Background: an optimization exercise with open tools, aiming at a short achievable clock period and few clock cycles. Do not read the settings as production practice. In this exercise RTL edits were held to simulation tests only and were not proved equivalent to the original. Power figures rest on the tool's default switching activity, not on a simulated workload.

==> flow/design.v <==
module projectCPU2021(
  clk,
  rst,
  wrEn,
  data_fromRAM,
  addr_toRAM,
  data_toRAM,
  PC,
  W
);
input clk, rst;
input wire [15:0] data_fromRAM;
output wire [15:0] data_toRAM;
output wire wrEn;
output wire [12:0] addr_toRAM;
output reg [12:0] PC;
output reg [15:0] W;
localparam NB = 4;
localparam OP_ADD = 3'b000, OP_NAND = 3'b001, OP_SRRL = 3'b010, OP_GE = 3'b011,
           OP_SZ = 3'b100, OP_CP2W = 3'b101, OP_CPFW = 3'b110, OP_JMP = 3'b111;
reg        ph;         
reg [12:0] addr_q;
reg        wr_q;
reg        w2_q;       
reg        skrec_q;    
reg [15:0] Wn;         
wire [15:0] Wa = ~Wn;
reg        cur_f, cur_j, cur_o, cur_r2;
reg        in_i, in_t, in_o, in_s;
reg        d_valid;
reg [15:0] d_w;
reg        jfix;       
reg        d_ind;      
reg [12:0] d_ea;       
reg        e_valid;
reg [2:0]  e_op;
reg [12:0] fpc;        
reg [12:0] fa_q;       
reg [12:0] shadow;     
reg        fwd_q;      
reg        bv  [0:NB-1];
reg [12:0] bpc [0:NB-1];
reg [12:0] btg [0:NB-1];
reg [1:0]  bptr;
reg        bh_q;       
reg [12:0] bt_q;
reg [1:0]  bi_q;
reg [12:0] d_pc;       
reg [12:0] d_pc1, d_pc2;   
reg        d_pred;     
reg [12:0] d_ptgt;
reg [1:0]  d_bi;
reg        e_pred;
reg [12:0] e_ptgt;
reg [1:0]  e_bi;
reg        jm_q;       
reg [12:0] jt_q;       
reg [1:0]  jb_q;
assign addr_toRAM = addr_q;
assign wrEn       = wr_q & ~rst;
assign data_toRAM = W;
wire [15:0] din = data_fromRAM;
wire [15:0] iw     = fwd_q ? Wa : din;
wire        i_jmp  = (iw[15:13] == OP_JMP);
wire [2:0]  d_op   = d_w[15:13];
wire        d_hits_fa = (d_ea == fa_q);
wire        i_ind;
cpu_zero13 u_iind (.x(iw[12:0]), .z(i_ind));
wire [12:0] sh_now = w2_q ? Wa[12:0] : shadow;
wire [12:0] i_ea   = i_ind ? sh_now : iw[12:0];
reg        bhit;
reg [12:0] btgt;
reg [1:0]  bidx;
integer    b;
always @* begin
    bhit = 1'b0;
    btgt = 13'd0;
    bidx = 2'd0;
    for (b = 0; b < NB; b = b + 1)
        if (bv[b] && bpc[b] == fa_q) begin
            bhit = 1'b1;
            btgt = btgt | btg[b];
            bidx = bidx | b[1:0];
        end
end
wire [12:0] bt1, jt1;
cpu_inc13  u_incb (.x(bt_q), .y(bt1));
cpu_inc13  u_incj (.x(jt_q), .y(jt1));
wire        exec   = in_o & e_valid;
wire        zero;
cpu_zero16 u_zero (.x(din), .z(zero));
wire        skip   = exec & (e_op == OP_SZ) & zero;
wire        wen_w  = exec & (e_op != OP_SZ) & (e_op != OP_JMP);
wire [15:0] w_next;
cpu_alu    u_alu  (.op(e_op), .wen(wen_w), .rst(rst), .w(Wa), .d(din), .y(w_next));
wire        tne;
cpu_ne13   u_tne  (.a(din[12:0]), .b(e_ptgt), .ne(tne));
wire        jmiss  = exec & e_pred & tne;
wire        d_live = d_valid;
wire [12:0] tgt    = d_live ? din[12:0] : fpc;
wire [12:0] din1;
cpu_inc13  u_incdi (.x(din[12:0]), .y(din1));
wire [12:0] fpc1;
cpu_inc13  u_incf (.x(fpc), .y(fpc1));
always @(posedge clk) begin
    W  <= w_next;      
    Wn <= ~w_next;
    if (rst) begin
        ph      <= 1'b1;
        addr_q  <= 13'd2;
        wr_q    <= 1'b0;
        w2_q    <= 1'b0;
        skrec_q <= 1'b0;
        cur_f   <= 1'b0;
        cur_j   <= 1'b0;
        cur_o   <= 1'b0;
        cur_r2  <= 1'b1;
        in_i    <= 1'b0;
        in_t    <= 1'b0;
        in_o    <= 1'b0;
        in_s    <= 1'b0;
        d_valid <= 1'b0;
        d_w     <= 16'd0;
        jfix    <= 1'b0;
        d_ind   <= 1'b0;
        d_ea    <= 13'd0;
        e_valid <= 1'b0;
        e_op    <= 3'd0;
        fpc     <= 13'd0;
        fa_q    <= 13'd0;
        shadow  <= 13'd0;
        fwd_q   <= 1'b0;
        d_pc    <= 13'd0;
        d_pc1   <= 13'd0;
        d_pc2   <= 13'd0;
        d_pred  <= 1'b0;
        d_ptgt  <= 13'd0;
        d_bi    <= 2'd0;
        e_pred  <= 1'b0;
        e_ptgt  <= 13'd0;
        e_bi    <= 2'd0;
        for (b = 0; b < NB; b = b + 1) begin
            bv[b]  <= 1'b0;
            bpc[b] <= 13'd0;
            btg[b] <= 13'd0;
        end
        bptr    <= 2'd0;
        bh_q    <= 1'b0;
        bt_q    <= 13'd0;
        bi_q    <= 2'd0;
        jm_q    <= 1'b0;
        jt_q    <= 13'd0;
        jb_q    <= 2'd0;
        PC      <= 13'd0;
    end else begin
        ph    <= ~ph;
        in_i  <= cur_f;
        in_t  <= cur_j;
        in_o  <= cur_o;
        in_s  <= cur_r2;
        cur_f  <= 1'b0;
        cur_j  <= 1'b0;
        cur_o  <= 1'b0;
        cur_r2 <= 1'b0;
        wr_q    <= 1'b0;
        w2_q    <= 1'b0;
        fwd_q   <= 1'b0;
        skrec_q <= ~ph & d_valid & d_pred & skip;
        jm_q    <= jmiss;
        jt_q    <= din[12:0];
        jb_q    <= e_bi;
        bh_q    <= bhit & cur_f;
        bt_q    <= btgt;
        bi_q    <= bidx;
        if (in_s)
            shadow <= din[12:0];
        if (w2_q)
            shadow <= Wa[12:0];
        if (ph) begin
            e_valid <= d_live & ~jm_q & (d_op != OP_CPFW) & ((d_op != OP_JMP) | d_pred);
            e_op    <= d_op;
            e_pred  <= d_live & ~jm_q & d_pred;
            e_ptgt  <= d_ptgt;
            e_bi    <= d_bi;
            jfix    <= 1'b0;
            if (jm_q) begin
                bv[jb_q]  <= 1'b1;
                btg[jb_q] <= jt_q;
                d_valid <= 1'b0;
                d_pred  <= 1'b0;
                addr_q  <= jt_q;
                fa_q    <= jt_q;
                fpc     <= jt1;
                cur_f   <= 1'b1;
            end else if (skrec_q) begin
                d_valid <= 1'b0;
                d_pred  <= 1'b0;
                addr_q  <= d_pc1;
                fa_q    <= d_pc1;
                fpc     <= d_pc2;
                cur_f   <= 1'b1;
            end else if (in_i) begin
                d_valid <= 1'b1;
                d_w     <= iw;
                d_ind   <= i_ind;
                d_ea    <= i_ea;
                d_pc    <= fa_q;
                d_pc1   <= fpc;
                d_pc2   <= fpc1;
                d_pred  <= i_jmp & bh_q;
                d_ptgt  <= bt_q;
                d_bi    <= bi_q;
                PC      <= fa_q;
                if (i_jmp & bh_q) begin
                    addr_q <= bt_q;
                    fa_q   <= bt_q;
                    fpc    <= bt1;
                    cur_f  <= 1'b1;
                end else if (i_jmp) begin
                    addr_q <= iw[12:0];
                    cur_j  <= 1'b1;
                end else begin
                    addr_q <= fpc;
                    fa_q   <= fpc;
                    fpc    <= fpc1;
                    cur_f  <= 1'b1;
                end
            end else if (in_t) begin
                d_valid <= 1'b0;
                d_pred  <= 1'b0;
                if (d_live) begin
                    bv[bptr]  <= 1'b1;
                    bpc[bptr] <= d_pc;
                    btg[bptr] <= din[12:0];
                    bptr      <= bptr + 2'd1;
                end
                addr_q  <= tgt;
                fa_q    <= tgt;
                fpc     <= d_live ? din1 : fpc1;
                cur_f   <= 1'b1;
            end else begin
                d_valid <= 1'b0;
                d_pred  <= 1'b0;
                addr_q  <= fpc;
                fa_q    <= fpc;
                fpc     <= fpc1;
                cur_f   <= 1'b1;
            end
        end else begin
            if (skip)
                d_valid <= 1'b0;
            if (cur_j) begin
                if (d_live & d_ind & ~jfix) begin
                    addr_q <= d_ea;
                    cur_j  <= 1'b1;
                    jfix   <= 1'b1;
                    ph     <= 1'b0;
                end
            end else if (d_live & ((d_op != OP_JMP) | d_pred)) begin
                addr_q  <= d_ea;
                wr_q    <= (d_op == OP_CPFW) & ~skip & ~jmiss;
                w2_q    <= (d_op == OP_CPFW) & ~skip & ~jmiss & (d_ea == 13'd2);
                cur_o   <= (d_op != OP_CPFW);
                fwd_q   <= (d_op == OP_CPFW) & ~skip & ~jmiss & cur_f & d_hits_fa;
            end
        end
    end
end
endmodule
module cpu_inc13(x, y);
input  [12:0] x;
output [12:0] y;
assign y = x + 13'd1;
endmodule
module cpu_alu(op, wen, rst, w, d, y);
input  [2:0]  op;
input         wen, rst;
input  [15:0] w, d;
output [15:0] y;
wire s_add, s_nand, s_srrl, s_ge, s_cp, s_hold;
alu_sel u_sel (.op(op), .wen(wen), .rst(rst), .s_add(s_add), .s_nand(s_nand),
               .s_srrl(s_srrl), .s_ge(s_ge), .s_cp(s_cp), .s_hold(s_hold));
wire [15:0] sum, nandv, sr_r, sr_l, sr_er, sr_el, ers, els;
wire        ge;
alu_add  u_add  (.a(w), .b(d), .s(sum));
alu_ge   u_ge   (.a(w), .b(d), .ge(ge));
alu_srrl u_srrl (.w(w), .d(d), .r(sr_r), .l(sr_l), .er(sr_er), .el(sr_el));
alu_nand u_nand (.a(w), .b(d), .y(nandv));
alu_and2v u_ers (.a(sr_er), .b({16{s_srrl}}), .y(ers));
alu_and2v u_els (.a(sr_el), .b({16{s_srrl}}), .y(els));
alu_out  u_out  (.s_add(s_add), .s_nand(s_nand), .s_ge(s_ge),
                 .s_cp(s_cp), .s_hold(s_hold), .sum(sum), .nandv(nandv),
                 .ers(ers), .r(sr_r), .els(els), .l(sr_l),
                 .ge(ge), .d(d), .w(w), .y(y));
endmodule
module alu_and2v(a, b, y);
input  [15:0] a, b;
output [15:0] y;
assign y = a & b;
endmodule
module alu_sel(op, wen, rst, s_add, s_nand, s_srrl, s_ge, s_cp, s_hold);
input  [2:0] op;
input        wen, rst;
output       s_add, s_nand, s_srrl, s_ge, s_cp, s_hold;
wire   en = wen & ~rst;
assign s_add  = en & (op == 3'b000);
assign s_nand = en & (op == 3'b001);
assign s_srrl = en & (op == 3'b010);
assign s_ge   = en & (op == 3'b011);
assign s_cp   = en & (op == 3'b101);
assign s_hold = ~wen & ~rst;
endmodule
module alu_out(s_add, s_nand, s_ge, s_cp, s_hold, sum, nandv, ers, r, els, l, ge, d, w, y);
input         s_add, s_nand, s_ge, s_cp, s_hold;
input  [15:0] sum, nandv, ers, r, els, l, d, w;
input         ge;
output [15:0] y;
wire [15:0] t1, t2, t3;
alu_aoi22 u1 (.a({16{s_add}}),  .b(sum),   .c({16{s_nand}}), .d(nandv), .y(t1));
alu_aoi22 u2 (.a(ers),          .b(r),     .c(els),          .d(l),     .y(t2));
alu_t3    u3 (.s_hold(s_hold), .w(w), .s_cp(s_cp), .d(d), .s_ge(s_ge), .ge(ge), .y(t3));
alu_nand3 u4 (.a(t1), .b(t2), .c(t3), .y(y));
endmodule
module alu_t3(s_hold, w, s_cp, d, s_ge, ge, y);
input         s_hold, s_cp, s_ge, ge;
input  [15:0] w, d;
output [15:0] y;
assign y = ~(({16{s_hold}} & w) | ({16{s_cp}} & d) | {15'd0, s_ge & ge});
endmodule
module alu_aoi22(a, b, c, d, y);
input  [15:0] a, b, c, d;
output [15:0] y;
assign y = ~((a & b) | (c & d));
endmodule
module alu_nand3(a, b, c, y);
input  [15:0] a, b, c;
output [15:0] y;
assign y = ~(a & b & c);
endmodule
module alu_nand(a, b, y);
input  [15:0] a, b;
output [15:0] y;
assign y = ~(a & b);
endmodule
module alu_add(a, b, s);
input  [15:0] a, b;
output [15:0] s;
wire [15:0] gn0, pn0, x;
wire [15:0] g1, p1, gn2, pn2, g3, p3, gn4, pn4;
ks_pg  u0 (.a(a), .b(b), .gn(gn0), .pn(pn0), .x(x));
ks_oai #(.D(1)) u1 (.gn(gn0), .pn(pn0), .g(g1), .p(p1));
ks_aoi #(.D(2)) u2 (.g(g1), .p(p1), .gn(gn2), .pn(pn2));
ks_oai #(.D(4)) u3 (.gn(gn2), .pn(pn2), .g(g3), .p(p3));
ks_aoi #(.D(8)) u4 (.g(g3), .p(p3), .gn(gn4), .pn(pn4));
ks_sum u5 (.x(x), .cn(gn4), .s(s));
endmodule
module alu_ge(a, b, ge);
input  [15:0] a, b;
output        ge;
wire [15:0] gn0, pn0;
wire [15:0] g1, p1, gn2, pn2, g3, p3, gn4, pn4;
ge_pg  u0 (.a(a), .b(b), .gn(gn0), .pn(pn0));
ks_oai #(.D(1)) u1 (.gn(gn0), .pn(pn0), .g(g1), .p(p1));
ks_aoi #(.D(2)) u2 (.g(g1), .p(p1), .gn(gn2), .pn(pn2));
ks_oai #(.D(4)) u3 (.gn(gn2), .pn(pn2), .g(g3), .p(p3));
ks_aoi #(.D(8)) u4 (.g(g3), .p(p3), .gn(gn4), .pn(pn4));
assign ge = ~gn4[15];
endmodule
module ks_pg(a, b, gn, pn, x);
input  [15:0] a, b;
output [15:0] gn, pn, x;
assign gn = ~(a & b);
assign pn = ~(a | b);
assign x  = a ^ b;
endmodule
module ge_pg(a, b, gn, pn);
input  [15:0] a, b;
output [15:0] gn, pn;
assign pn = ~(a | ~b);
assign gn = {~(a[15:1] & ~b[15:1]), ~(a[0] | ~b[0])};
endmodule
module ks_oai(gn, pn, g, p);
parameter D = 1;
input  [15:0] gn, pn;
output [15:0] g, p;
genvar i;
generate
    for (i = 0; i < 16; i = i + 1) begin : lv
        if (i < D) begin : lo
            assign g[i] = ~gn[i];
            assign p[i] = ~pn[i];
        end else begin : hi
            assign g[i] = ~(gn[i] & (pn[i] | gn[i-D]));
            assign p[i] = ~(pn[i] | pn[i-D]);
        end
    end
endgenerate
endmodule
module ks_aoi(g, p, gn, pn);
parameter D = 2;
input  [15:0] g, p;
output [15:0] gn, pn;
genvar i;
generate
    for (i = 0; i < 16; i = i + 1) begin : lv
        if (i < D) begin : lo
            assign gn[i] = ~g[i];
            assign pn[i] = ~p[i];
        end else begin : hi
            assign gn[i] = ~(g[i] | (p[i] & g[i-D]));
            assign pn[i] = ~(p[i] & p[i-D]);
        end
    end
endgenerate
endmodule
module ks_sum(x, cn, s);
input  [15:0] x, cn;
output [15:0] s;
assign s = {~(x[15:1] ^ cn[14:0]), x[0]};
endmodule
module alu_srrl(w, d, r, l, er, el);
input  [15:0] w, d;
output [15:0] r, l, er, el;
wire [3:0]  s0, s1;
srrl_ctl  u_c  (.d(d), .s0(s0), .s1(s1), .er(er), .el(el));
wire [15:0] r1, l1;
srrl_st1  u_r1 (.w(w), .s(s0), .r(r1), .l(l1));
srrl_st2  u_r2 (.r1(r1), .l1(l1), .s(s1), .r(r), .l(l));
endmodule
module srrl_ctl(d, s0, s1, er, el);
input  [15:0] d;
output [3:0]  s0, s1;
output [15:0] er, el;
wire   hz;
cpu_zero16 u_hz (.x({6'd0, d[15:6]}), .z(hz));
wire   s_r  = hz & ~d[5] & ~d[4];
wire   s_l  = hz & ~d[5] &  d[4];
wire   s_rr = hz &  d[5] & ~d[4];
wire   s_rl = ~(s_r | s_l | s_rr);
wire [3:0] k = d[3:0];
assign s0 = {k[1:0] == 2'd3, k[1:0] == 2'd2, k[1:0] == 2'd1, k[1:0] == 2'd0};
assign s1 = {k[3:2] == 2'd3, k[3:2] == 2'd2, k[3:2] == 2'd1, k[3:2] == 2'd0};
genvar i;
generate
    for (i = 0; i < 16; i = i + 1) begin : m
        assign er[i] = s_rr | (s_r & ({1'b0, k} <= 5'd15 - i));
        assign el[i] = s_rl | (s_l & ({1'b0, k} <= i));
    end
endgenerate
endmodule
module srrl_st1(w, s, r, l);
input  [15:0] w;
input  [3:0]  s;
output [15:0] r, l;
wire [15:0] r0 = w, r_1 = {w[0], w[15:1]}, r_2 = {w[1:0], w[15:2]}, r_3 = {w[2:0], w[15:3]};
wire [15:0] l0 = w, l_1 = {w[14:0], w[15]}, l_2 = {w[13:0], w[15:14]}, l_3 = {w[12:0], w[15:13]};
assign r = ({16{s[0]}} & r0) | ({16{s[1]}} & r_1) | ({16{s[2]}} & r_2) | ({16{s[3]}} & r_3);
assign l = ({16{s[0]}} & l0) | ({16{s[1]}} & l_1) | ({16{s[2]}} & l_2) | ({16{s[3]}} & l_3);
endmodule
module srrl_st2(r1, l1, s, r, l);
input  [15:0] r1, l1;
input  [3:0]  s;
output [15:0] r, l;
wire [15:0] r_4 = {r1[3:0], r1[15:4]}, r_8 = {r1[7:0], r1[15:8]}, r_12 = {r1[11:0], r1[15:12]};
wire [15:0] l_4 = {l1[11:0], l1[15:12]}, l_8 = {l1[7:0], l1[15:8]}, l_12 = {l1[3:0], l1[15:4]};
assign r = ({16{s[0]}} & r1) | ({16{s[1]}} & r_4) | ({16{s[2]}} & r_8) | ({16{s[3]}} & r_12);
assign l = ({16{s[0]}} & l1) | ({16{s[1]}} & l_4) | ({16{s[2]}} & l_8) | ({16{s[3]}} & l_12);
endmodule
module g_nor2v(a, b, y);
parameter N = 1;
input  [N-1:0] a, b;
output [N-1:0] y;
assign y = ~(a | b);
endmodule
module g_nand2v(a, b, y);
parameter N = 1;
input  [N-1:0] a, b;
output [N-1:0] y;
assign y = ~(a & b);
endmodule
module cpu_zero16(x, z);
input  [15:0] x;
output        z;
wire [7:0] l1;
wire [3:0] l2;
wire [1:0] l3;
g_nor2v  #(.N(8)) u1 (.a(x[15:8]), .b(x[7:0]), .y(l1));
g_nand2v #(.N(4)) u2 (.a(l1[7:4]), .b(l1[3:0]), .y(l2));
g_nor2v  #(.N(2)) u3 (.a(l2[3:2]), .b(l2[1:0]), .y(l3));
assign z = l3[1] & l3[0];
endmodule
module cpu_zero13(x, z);
input  [12:0] x;
output        z;
cpu_zero16 u (.x({3'd0, x}), .z(z));
endmodule
module cpu_ne13(a, b, ne);
input  [12:0] a, b;
output        ne;
wire [12:0] x = a ^ b;
wire        z;
cpu_zero16 u (.x({3'd0, x}), .z(z));
assign ne = ~z;
endmodule
==> flow/run.sh <==
#!/bin/bash
# synth_recipe.tcl (not shown) runs the flow's synth.tcl, then flattens the netlist and writes it again
# the make line also repeats each setting of config.mk as NAME=value (left out here)
make -C /OpenROAD-flow-scripts/flow DESIGN_CONFIG=/design/flow/config.mk WORK_HOME=/design/flow/orfs CLKGATE_MAP_FILE= SYNTH_SCRIPT=/design/flow/synth_recipe.tcl finish
==> flow/config.mk <==
export PLATFORM = sky130hd
export DESIGN_NAME = projectCPU2021
export DESIGN_NICKNAME = projectCPU2021
export VERILOG_FILES = /design/flow/design.v
export SDC_FILE = /design/flow/constraint.sdc
export NUM_CORES = 4
export LEC_CHECK = 0
export ABC_CLOCK_PERIOD_IN_PS = 2000
export CAP_MARGIN = 20
export CORE_MARGIN = 2
export CORE_UTILIZATION = 55
export PLACE_DENSITY = 0.7
export SETUP_SLACK_MARGIN = 2.5
export SLEW_MARGIN = 20
export SYNTH_HIERARCHICAL = 1
export SYNTH_MINIMUM_KEEP_SIZE = 0
==> flow/constraint.sdc <==
create_clock -name core_clock -period 4.5 [get_ports {clk}]
set_input_delay 0.9000 -clock core_clock [delete_from_list [all_inputs] [get_ports {clk}]]
set_output_delay 0.9000 -clock core_clock [all_outputs]
set_load 0.01 [all_outputs]
==> impl_metrics.env, run 1 <==
export IMPL_cp_top_family="compound AO/OA/AOI/OAI gates"
export IMPL_dieWidth_um=195.6
export IMPL_maxSlewViolCount=0
export IMPL_yosys_warnings=7
export IMPL_tightest_slew_ns=0.8973
export IMPL_skew_ns=0.02764
export IMPL_worstPathArrival_ns=2.79
export IMPL_worstHoldStart="cur_r2$_DFF_P_"
export IMPL_critical_path_class="register to register"
export IMPL_nNetsFinal=2696
export IMPL_drt_wl_total_um=77560
export IMPL_hpwl_um=50010
export IMPL_slowest_stage="a222oi_1"
export IMPL_cts_made_buffers=37
export IMPL_rrSetupSlack_ns=2.09
export IMPL_ant_nets=0
export IMPL_holdPathStages=1
export IMPL_antenna_found_initial=0
export IMPL_cts_sinks=333
export IMPL_final_common_cell="nand2_1"
export IMPL_post_route_min_period_ns=2.412
export IMPL_antenna_cells=0
export IMPL_drive_gt1_share_pct=29.94
export IMPL_post_route_period_util_pct=53.61
export IMPL_syn_to_final_growth_pct=28.20
export IMPL_powerDensity_nw_per_um2=288.8
export IMPL_end_kind="register"
export IMPL_crit_top_cell="o21ai_1"
export IMPL_dr_total_vias=20300
export IMPL_hold_end="in_s$_SDFF_PP0_"
export IMPL_r2r_worst_path_cells=9
export IMPL_critPathBufInv=2
export IMPL_route_detailed_drc=0
export IMPL_finalSetupViolations=0
export IMPL_setup_slack_ns=2.088
export IMPL_cts_hold_buf=0
export IMPL_firstDrtPassIters=8
export IMPL_cap_violations=0
export IMPL_hold_viol_final=0
export IMPL_die_area_sq_um=38260
export IMPL_cts_buffer_depth=3
export IMPL_critPathMaxFanout=7
export IMPL_h_tree_depth=2
export IMPL_cp_required_ns=4.88
export IMPL_post_drt_wl_per_cell_um=24.70
export IMPL_status="timing/DRC/antenna clean"
export IMPL_clk_latency_ns=0.56
export IMPL_drt_first_iter_violations=2814
export IMPL_initial_core_util_pct=55.55
export IMPL_post_place_ws_ns=0.6332
export IMPL_syn_inst=2454
export IMPL_layout_common_cells="nand2_1 (337), nor2_1 (205), buf_4 (153), dfxtp_1 (141), inv_1 (133)"
export IMPL_regToRegEndpoint="W[0]$_DFF_P_"
export IMPL_mappedNetlistArea_sq_um=20190
export IMPL_cts_tree="built"
export IMPL_root_buffer="clkbuf_16"
export IMPL_core_area_sq_um=36350
export IMPL_startpoint_type="register"
export IMPL_grt_start_max_net_pins=74
export IMPL_worstPathCellList="clkinvlp_4, nor2b_2, o21ai_1, a21oi_1, o21ai_1, a21oi_2, inv_1, a222oi_1, nand3_1"
export IMPL_hold_path_class="register to register"
export IMPL_finalWeightedCongestion=0.9887
export IMPL_power_leakage_nw=10.15
export IMPL_grt_remaining_overflow=0
export IMPL_ioPinCount=77
export IMPL_avgSynthCellArea_sq_um=8.227
export IMPL_grt_total_usage_pct=38.43
export IMPL_grt_pass1_wl_um=112700
export IMPL_die_h_um=195.6
export IMPL_clk_pin_slew_ns=0.06
export IMPL_port_buffers=76
export IMPL_max_freq_ghz=0.4145
export IMPL_fin_setup_tns_ns=0
export IMPL_grt_pass1_vias=18630
export IMPL_maxSlewHeadroom_pct=40.10
export IMPL_drt_vias_per_instance=6.465
export IMPL_rsz0062_at_grt="yes"
export IMPL_rows=70
export IMPL_worstReg2RegStart="Wn[13]$_DFF_P_"
export IMPL_power_total_mw=7.476
export IMPL_peakVddDrop_mv=0.3157
export IMPL_cpPeakStageDelay_ns=0.65
[registers in the layout, summed over array words and instances (netlist names), 16 cells and up]
name	cells
W	16
Wn	16
btg	52
bpc	52
[metrics by stage]
| stage | util, % | instance area [sq um] | cells | hold slack (ns) |
|---|---|---|---|---|
| global placement | 58.85 | 21390 | 2897 | 0.4204 |
| CTS | 67.94 | 24690 | 3090 | 0.4434 |
| detailed placement | 58.89 | 21410 | 2898 | 0.4288 |
| global route | 71.21 | 25880 | 3140 | 0.4602 |
| finish | 71.21 | 25880 | 3140 | 0.4387 |
| floorplan | - | 20610 | 2463 | 0.4138 |
[worst max-delay path by stage]
| stage | slack (ns) | depth (start not counted) | start | endpoint |
|---|---|---|---|---|
| finish | 2.09 | 9 | Wn[13]$_DFF_P_ | W[0]$_DFF_P_ |
| global route | 2.12 | 10 | Wn[15]$_DFF_P_ | Wn[0]$_DFF_P_ |
| CTS | 2.28 | 11 | data_fromRAM[0] | W[0]$_DFF_P_ |
| detailed placement | 0.63 | 11 | data_fromRAM[8] | W[14]$_DFF_P_ |
| global placement | 0.66 | 11 | data_fromRAM[8] | W[14]$_DFF_P_ |
| floorplan | 2.15 | 7 | data_fromRAM[15] | fpc[4]$_SDFFE_PP0P_ |
[worst reg2reg max path, cell delays in order (launching register included)]
cell	delay [ns]
dfxtp_2	0.40
clkinvlp_4	0.23
nor2b_2	0.22
o21ai_1	0.07
a21oi_1	0.15
o21ai_1	0.12
a21oi_2	0.14
inv_1	0.06
a222oi_1	0.65
nand3_1	0.20
[layout make-up]
class                      instances  area (sq um)
clock buffer                      42         985.9
clock inverter                    26         315.3
fill                            2773         10460
inverter                         162         696.9
multi-input combinational       1802         12350
sequential                       333          7915
tap                              468         585.6
timing repair buffer             307          3030
[what timing repair did]
item	in CTS	in global routing
gates cloned	7	5
endpoints found under the setup margin	438	231
setup buffers	117	45
pin swaps	76	98
gates resized for setup	607	211
hold endpoints to repair	0	0
[power breakdown]
part / internal (mW) / switching [mW] / total (mW) / leakage, nW
logic: 0.390 / 0.525 / 0.915 / 6.54
registers: 3.18 / 0.124 / 3.30 / 2.97
clock network: 1.94 / 1.32 / 3.26 / 0.635
total: 5.50 / 1.97 / 7.48 / 10.2
[per-layer routing]
layer	share of wire [%]	up-vias	track usage, %
met3	13	261	10.86
met2	43	1412	56.19
met4	4.4	2	14.96
met1	40	9700	53.53
li1	-	8924	-
met5	0.12	-	1.916
Testbench counts, summed over its fixed seeds: cycles 105,416.
==> inputs of run 2 (changes only) <==
--- a/flow/design.v
+++ b/flow/design.v
@@ -286,8 +286,8 @@
 alu_ge   u_ge   (.a(w), .b(d), .ge(ge));
 alu_srrl u_srrl (.w(w), .d(d), .r(sr_r), .l(sr_l), .er(sr_er), .el(sr_el));
-alu_nand u_nand (.a(w), .b(d), .y(nandv));
+alu_nand u_nand (.a(w), .b(d), .cp(s_cp), .y(nandv));
 alu_and2v u_ers (.a(sr_er), .b({16{s_srrl}}), .y(ers));
 alu_and2v u_els (.a(sr_el), .b({16{s_srrl}}), .y(els));
-alu_out  u_out  (.s_add(s_add), .s_nand(s_nand), .s_ge(s_ge),
+alu_out  u_out  (.s_add(s_add), .s_nand(s_nand | s_cp), .s_ge(s_ge),
                  .s_cp(s_cp), .s_hold(s_hold), .sum(sum), .nandv(nandv),
                  .ers(ers), .r(sr_r), .els(els), .l(sr_l),
@@ -319,12 +319,12 @@
 alu_aoi22 u1 (.a({16{s_add}}),  .b(sum),   .c({16{s_nand}}), .d(nandv), .y(t1));
 alu_aoi22 u2 (.a(ers),          .b(r),     .c(els),          .d(l),     .y(t2));
-alu_t3    u3 (.s_hold(s_hold), .w(w), .s_cp(s_cp), .d(d), .s_ge(s_ge), .ge(ge), .y(t3));
+alu_t3    u3 (.s_hold(s_hold), .w(w), .s_ge(s_ge), .ge(ge), .y(t3));
 alu_nand3 u4 (.a(t1), .b(t2), .c(t3), .y(y));
 endmodule
-module alu_t3(s_hold, w, s_cp, d, s_ge, ge, y);
-input         s_hold, s_cp, s_ge, ge;
-input  [15:0] w, d;
+module alu_t3(s_hold, w, s_ge, ge, y);
+input         s_hold, s_ge, ge;
+input  [15:0] w;
 output [15:0] y;
-assign y = ~(({16{s_hold}} & w) | ({16{s_cp}} & d) | {15'd0, s_ge & ge});
+assign y = ~(({16{s_hold}} & w) | {15'd0, s_ge & ge});
 endmodule
 module alu_aoi22(a, b, c, d, y);
@@ -338,8 +338,9 @@
 assign y = ~(a & b & c);
 endmodule
-module alu_nand(a, b, y);
+module alu_nand(a, b, cp, y);
 input  [15:0] a, b;
+input         cp;
 output [15:0] y;
-assign y = ~(a & b);
+assign y = cp ? b : ~(a & b);
 endmodule
 module alu_add(a, b, s);
==> run 2 against run 1 <==
Worst hold slack worse by 0.013 ns. Still clean on timing, DRC and antenna. Wire length is 4.3% higher. Via count is 2.2% higher. Clock power barely moved. Synthesized cell count increased by 0.69%. Utilization increased by 2.7 points. Critical path depth grew 3. First-iteration DRC count is 15% higher. Sequential share of layout area is 1.4 points lower.
==> impl_metrics.env, run 2 <==
export IMPL_die_area_sq_um=38610
export IMPL_core_area_sq_um=36520
export IMPL_power_leakage_nw=10.68
export IMPL_whs_ns=0.4262
export IMPL_rsz0062_at_grt="yes"
export IMPL_cts_buffer_depth=3
export IMPL_slowest_stage="a22oi_2"
export IMPL_drive_gt1_share_pct=33.10
export IMPL_fin_cells=3208
export IMPL_post_drt_wl_per_cell_um=25.21
export IMPL_reg_top3="bpc x52, btg x52"
export IMPL_initial_core_util_pct=55.80
export IMPL_dieWidth_um=196.5
export IMPL_cts_made_buffers=39
export IMPL_worstPathArrival_ns=2.72
export IMPL_post_route_period_util_pct=51.36
export IMPL_clk_pin_slew_ns=0.06
export IMPL_dr_total_vias=20740
export IMPL_drt_vias_per_instance=6.466
export IMPL_dp_cells=2912
export IMPL_syn_inst=2471
export IMPL_mappedNetlistArea_sq_um=20380
export IMPL_cap_violations=0
export IMPL_setup_slack_ns=2.189
export IMPL_h_tree_depth=2
export IMPL_hpwl_um=49300
export IMPL_post_place_ws_ns=0.8305
export IMPL_cts_sinks=333
export IMPL_antenna_found_initial=1
export IMPL_grt_pass1_wl_um=117100
export IMPL_rows=70
export IMPL_final_common_cell="nand2_1"
export IMPL_ant_nets=0
export IMPL_grt_pass1_vias=19240
export IMPL_worstPathCellList="buf_6, buf_12, buf_12, inv_1, ha_2, nor2_4, nand2_1, o21ai_2, a21oi_4, xnor2_2, a22oi_2, nand3_1"
export IMPL_cts_hold_buf=0
export IMPL_firstDrtPassIters=6
export IMPL_startpoint_type="primary input"
export IMPL_clk_latency_ns=0.56
export IMPL_grt_total_usage_pct=39.94
export IMPL_tightest_slew_ns=0.9640
export IMPL_drt_first_iter_violations=3240
export IMPL_max_freq_ghz=0.4326
export IMPL_post_route_min_period_ns=2.311
export IMPL_skew_ns=0.01643
export IMPL_hold_path_class="register to register"
export IMPL_critPathMaxFanout=3
export IMPL_layout_common_cells="nand2_1 (343), nor2_1 (198), buf_4 (171), dfxtp_1 (147), inv_1 (125)"
export IMPL_maxSlewViolCount=0
export IMPL_route_detailed_drc=0
export IMPL_syn_to_final_growth_pct=32.40
export IMPL_yosys_warnings=7
export IMPL_status="timing/DRC/antenna clean"
export IMPL_grt_remaining_overflow=0
export IMPL_antenna_cells=0
export IMPL_placed_area_sq_um=21550
export IMPL_finalSetupViolations=0
export IMPL_finalWeightedCongestion=0.9730
export IMPL_final_cell_area_sq_um=26980
export IMPL_cpPeakStageDelay_ns=0.39
export IMPL_critical_path_class="primary input to register"
export IMPL_drt_wl_total_um=80880
export IMPL_hold_viol_final=0
export IMPL_cp_required_ns=4.91
export IMPL_fin_setup_tns_ns=0
export IMPL_port_buffers=76
export IMPL_die_h_um=196.5
export IMPL_peakVddDrop_mv=0.3144
export IMPL_grt_start_max_net_pins=84
export IMPL_crit_top_cell="buf_12"
export IMPL_cp_top_family="compound AO/OA/AOI/OAI gates"
export IMPL_powerDensity_nw_per_um2=280.4
export IMPL_avgSynthCellArea_sq_um=8.248
export IMPL_end_kind="register"
export IMPL_cts_tree="built"
export IMPL_root_buffer="clkbuf_16"
export IMPL_ioPinCount=77
export IMPL_critPathBufInv=4
export IMPL_nNetsFinal=2763
export IMPL_maxSlewHeadroom_pct=35.65
[run 2: final timing paths]
check                         from         endpoint  slack, ns  depth (start not counted)
setup / recovery  data_fromRAM[10]    W[12]$_DFF_P_       2.19                         12
hold / removal    cur_o$_SDFF_PP0_  in_o$_SDFF_PP0_       0.43                          1
setup reg to reg     Wn[4]$_DFF_P_    W[12]$_DFF_P_       2.21                         10
hold reg to reg   cur_o$_SDFF_PP0_  in_o$_SDFF_PP0_       0.43                          1
[run 2: worst reg2reg max path: stages (launching register included)]
cell and delay [ns]:
dfxtp_4 0.38, clkinvlp_4 0.14, inv_1 0.06, ha_1 0.27, nor2_2 0.23, nand2_1 0.13
nor2_2 0.17, a21oi_4 0.08, xnor2_2 0.13, a22oi_2 0.39, nand3_1 0.16
[run 2: cell type report]
class                      instances  area, sq um
sequential                       333         7880
inverter                         162        693.2
tap                              468        585.6
clock buffer                      55         1087
timing repair buffer             359         3706
fill                            2610         9539
clock inverter                    16        203.9
multi-input combinational       1815        12830
[run 2: metrics by stage]
stage | util, % | total power, mW
finish | 73.88 | 7.565
global route | 73.88 | 7.744
CTS | 70.22 | 7.431
detailed placement | 59.02 | 4.027
global placement | 59.02 | 4.018
floorplan | - | 3.780
[run 2: per-layer routing]
layer	up-vias	track usage [%]	part of all wire (%)
met3	278	12.03	14
met1	9901	55.53	39
met4	0	13.38	4.1
li1	9039	-	-
met5	-	0	0
met2	1525	59.13	43
[run 2: power by group]
part	internal [mW]	total (mW)	switching (mW)	leakage (nW)
Combinational	0.446	1.02	0.572	7.08
Sequential	3.18	3.30	0.117	2.97
Clock	1.93	3.25	1.32	0.636
Total	5.55	7.57	2.01	10.7
[run 2: repair_timing]
item | CTS | global route
endpoints found under the setup margin | 382 | 275
pin swaps | 131 | 124
gates cloned | 11 | 6
gates resized for setup | 694 | 194
hold endpoints to repair | 0 | 0
setup buffers | 164 | 44
Testbench counts of run 2, summed over its fixed seeds: cycles 105,416.
==> inputs of run 3 (changes only) <==
--- a/flow/design.v
+++ b/flow/design.v
@@ -23,4 +23,5 @@
 reg        wr_q;
 reg        w2_q;       
+reg        kill_q;     
 reg        skrec_q;    
 reg [15:0] Wn;         
@@ -58,8 +59,10 @@
 reg [1:0]  jb_q;
 assign addr_toRAM = addr_q;
-assign wrEn       = wr_q & ~rst;
+assign wrEn       = wr_q & ~kill_q & ~rst;
 assign data_toRAM = W;
 wire [15:0] din = data_fromRAM;
-wire [15:0] iw     = fwd_q ? Wa : din;
+wire        fwd    = fwd_q & ~kill_q;
+wire        w2     = w2_q & ~kill_q;
+wire [15:0] iw     = fwd ? Wa : din;
 wire        i_jmp  = (iw[15:13] == OP_JMP);
 wire [2:0]  d_op   = d_w[15:13];
@@ -67,5 +70,5 @@
 wire        i_ind;
 cpu_zero13 u_iind (.x(iw[12:0]), .z(i_ind));
-wire [12:0] sh_now = w2_q ? Wa[12:0] : shadow;
+wire [12:0] sh_now = w2 ? Wa[12:0] : shadow;
 wire [12:0] i_ea   = i_ind ? sh_now : iw[12:0];
 reg        bhit;
@@ -111,4 +114,5 @@
         wr_q    <= 1'b0;
         w2_q    <= 1'b0;
+        kill_q  <= 1'b0;
         skrec_q <= 1'b0;
         cur_f   <= 1'b0;
@@ -165,4 +169,5 @@
         wr_q    <= 1'b0;
         w2_q    <= 1'b0;
+        kill_q  <= skip | jmiss;
         fwd_q   <= 1'b0;
         skrec_q <= ~ph & d_valid & d_pred & skip;
@@ -175,5 +180,5 @@
         if (in_s)
             shadow <= din[12:0];
-        if (w2_q)
+        if (w2)
             shadow <= Wa[12:0];
         if (ph) begin
@@ -259,8 +264,8 @@
             end else if (d_live & ((d_op != OP_JMP) | d_pred)) begin
                 addr_q  <= d_ea;
-                wr_q    <= (d_op == OP_CPFW) & ~skip & ~jmiss;
-                w2_q    <= (d_op == OP_CPFW) & ~skip & ~jmiss & (d_ea == 13'd2);
+                wr_q    <= (d_op == OP_CPFW);
+                w2_q    <= (d_op == OP_CPFW) & (d_ea == 13'd2);
                 cur_o   <= (d_op != OP_CPFW);
-                fwd_q   <= (d_op == OP_CPFW) & ~skip & ~jmiss & cur_f & d_hits_fa;
+                fwd_q   <= (d_op == OP_CPFW) & cur_f & d_hits_fa;
             end
         end
==> run 3 against run 2 <==
Setup slack worse by 0.051 ns. Register-to-register slack worse by 0.07 ns. Clock-buffer cell count up 4. Combinational power is 7% lower. Synthesized cell count shrank 1.3%. Critical endpoint is now d_ea[8]$_SDFFE_PP0P_.
==> impl_metrics.env, run 3 <==
export IMPL_status="timing/DRC/antenna clean"
export IMPL_port_buffers=76
export IMPL_critical_path_class="register to register"
export IMPL_core_area_sq_um=36520
export IMPL_critPathLaunch="fwd_q$_SDFF_PP0_"
export IMPL_cts_hold_buf=0
export IMPL_dieWidth_um=196.1
export IMPL_startpoint_type="register"
export IMPL_post_place_ws_ns=0.7899
export IMPL_powerDensity_nw_per_um2=275.0
export IMPL_grt_pass1_vias=19450
export IMPL_power_frac_clock_pct=43.0
export IMPL_finalSetupViolations=0
export IMPL_maxSlewHeadroom_pct=49.96
export IMPL_cp_required_ns=5.02
export IMPL_layout_common_cells="nand2_1 (306), buf_4 (184), dfxtp_1 (158), nor2_1 (140), inv_1 (120)"
export IMPL_antenna_found_initial=2
export IMPL_end_kind="register"
export IMPL_worstReg2RegStart="fwd_q$_SDFF_PP0_"
export IMPL_combPwrFrac_pct=12.6
export IMPL_die_h_um=196.1
export IMPL_drt_vias_per_instance=6.554
export IMPL_intPower_mw=5.458
export IMPL_finalWeightedCongestion=1.020
export IMPL_fin_setup_tns_ns=0
export IMPL_nNetsFinal=2757
export IMPL_clk_latency_ns=0.59
export IMPL_regToRegEndpoint="d_ea[8]$_SDFFE_PP0P_"
export IMPL_max_freq_ghz=0.4233
export IMPL_power_leakage_nw=11.01
export IMPL_r2r_worst_path_cells=13
export IMPL_rsz0062_at_grt="yes"
export IMPL_route_detailed_drc=0
export IMPL_rows=70
export IMPL_syn_to_final_growth_pct=35.01
export IMPL_power_switching_mw=2.081
export IMPL_cap_violations=0
export IMPL_pwr_share_seq_pct=44.5
export IMPL_die_area_sq_um=38470
export IMPL_drt_wl_total_um=81240
export IMPL_post_drt_wl_per_cell_um=25.38
export IMPL_grt_remaining_overflow=0
export IMPL_yosys_warnings=7
export IMPL_critPathMaxFanout=5
export IMPL_firstDrtPassIters=7
export IMPL_h_tree_depth=2
export IMPL_hold_viol_final=0
export IMPL_syn_inst=2440
export IMPL_setup_slack_ns=2.138
export IMPL_crit_end="d_ea[8]$_SDFFE_PP0P_"
export IMPL_cts_tree="built"
export IMPL_post_route_min_period_ns=2.362
export IMPL_drt_first_iter_violations=2716
export IMPL_ant_nets=0
export IMPL_cts_made_buffers=38
export IMPL_ioPinCount=77
export IMPL_dr_total_vias=20980
export IMPL_cts_buffer_depth=3
export IMPL_post_route_period_util_pct=52.50
export IMPL_hpwl_um=48070
export IMPL_grt_total_usage_pct=39.74
export IMPL_reg_top3="bpc x52, btg x52"
export IMPL_tightest_slew_ns=0.7496
export IMPL_grt_start_max_net_pins=51
export IMPL_rrSetupSlack_ns=2.14
export IMPL_final_common_cell="nand2_1"
export IMPL_n_fill_cell=2505
export IMPL_maxSlewViolCount=0
export IMPL_mappedNetlistArea_sq_um=20300
export IMPL_grt_pass1_wl_um=116900
export IMPL_peakVddDrop_mv=0.3710
export IMPL_clk_pin_slew_ns=0.06
export IMPL_p_sw_share_pct=27.61
export IMPL_hold_path_class="register to register"
export IMPL_root_buffer="clkbuf_16"
export IMPL_worstPathArrival_ns=2.88
export IMPL_cts_sinks=334
export IMPL_drive_gt1_share_pct=36.96
export IMPL_initial_core_util_pct=55.59
export IMPL_antenna_cells=0
export IMPL_avgSynthCellArea_sq_um=8.321
export IMPL_skew_ns=0.03076
run 3: worst min-delay path by stage:
stage                             startpoint                   end  slack (ns)  depth (start not counted)
after floorplan             cur_o$_SDFF_PP0_       in_o$_SDFF_PP0_        0.41                          1
after global placement    bi_q[1]$_SDFF_PP0_  d_bi[1]$_SDFFE_PP0P_        0.42                          2
after detailed placement  bi_q[1]$_SDFF_PP0_  d_bi[1]$_SDFFE_PP0P_        0.43                          2
after CTS                 bi_q[1]$_SDFF_PP0_  d_bi[1]$_SDFFE_PP0P_        0.43                          2
after global routing        cur_f$_SDFF_PP0_      fwd_q$_SDFF_PP0_        0.47                          2
final                         cur_r2$_DFF_P_       in_s$_SDFF_PP0_        0.44                          1
run 3: critical path: stages, from the launching register on:
cell      delay (ns)
dfxtp_4         0.35
nor2b_4         0.23
buf_12          0.18
mux2i_4         0.24
inv_1           0.07
nor2_2          0.12
nand2_1         0.08
nor2_1          0.14
and2_4          0.23
buf_12          0.12
buf_12          0.10
o211ai_1        0.11
o211ai_1        0.15
o211a_1         0.18
run 3: through the flow:
stage	area [sq um]	hold slack [ns]	utilization [%]	cells	power, mW
after floorplan	20990	0.4138	-	2449	3.841
after global placement	21710	0.4208	59.43	2884	4.099
after detailed placement	21710	0.4257	59.43	2884	4.109
after CTS	25660	0.4343	70.27	3138	7.411
after global routing	27410	0.4678	75.05	3201	7.687
final	27410	0.4407	75.05	3201	7.539
run 3: final cells by class:
cell class	count	area (sq um)	share of cell area (%)
Sequential cell	334	7898	28.81
Clock inverter	10	151.4	0.5523
Inverter	158	675.6	2.465
Tap cell	468	585.6	2.136
Multi-Input combinational cell	1803	13330	48.63
Clock buffer	59	1125	4.104
Timing Repair Buffer	369	3647	13.31
run 3: power groups by stage:
stage / combinational (mW) / clock, mW / sequential [mW]
global placement: 0.699 / 0 / 3.40
floorplan: 0.514 / 0 / 3.33
global route: 0.991 / 3.34 / 3.36
finish: 0.948 / 3.24 / 3.35
detailed placement: 0.706 / 0 / 3.40
CTS: 0.848 / 3.23 / 3.34
run 3: per-layer routing:
layer	wire length (um)	vias to the layer above	track usage (%)
met4	4794	2	18.10
met2	34980	1518	59.71
li1	-	9058	-
met3	10700	375	10.06
met1	30750	10030	53.96
met5	13	-	0
run 3: timing repair:
action | CTS | global route
pin swaps | 109 | 149
gates cloned | 24 | 7
gates resized for setup | 679 | 293
endpoints found under the setup margin | 447 | 337
setup buffers | 161 | 56
Testbench counts of run 3, summed over its fixed seeds: cycles 105,416.

separate check: timing with driven ports:
Ports are ideal in the flow. The routed layouts listed here were re-timed in OpenROAD. Step 1: set_driving_cell puts a clkbuf_16 on clk and a buf_2 on each other input, an assumption about the parent block. Step 2 also shifts input and output timing later by t, the mid clock arrival at the registers, as if the neighbouring blocks saw the same clock. a / b / c = ideal ports / drivers / drivers and shift; a / b = the first two.
run | t, ns | setup WS [ns] | latest minus earliest clock arrival (ns) | worst data-port slew with drivers (ns)
run 1 | 0.595 | 2.088 / 2.088 / 1.531 | 0.028 / 0.028 | 0.11
run 2 | 0.606 | 2.189 / 2.203 / 1.597 | 0.022 / 0.022 | 0.11
run 3 | 0.631 | 2.138 / 2.117 / 1.502 | 0.034 / 0.035 | 0.18
After both steps setup and hold are still met in every run listed. For run 3, which loses most, drivers alone change the setup slack by -0.021 ns; drivers and shift together by -0.636 ns.
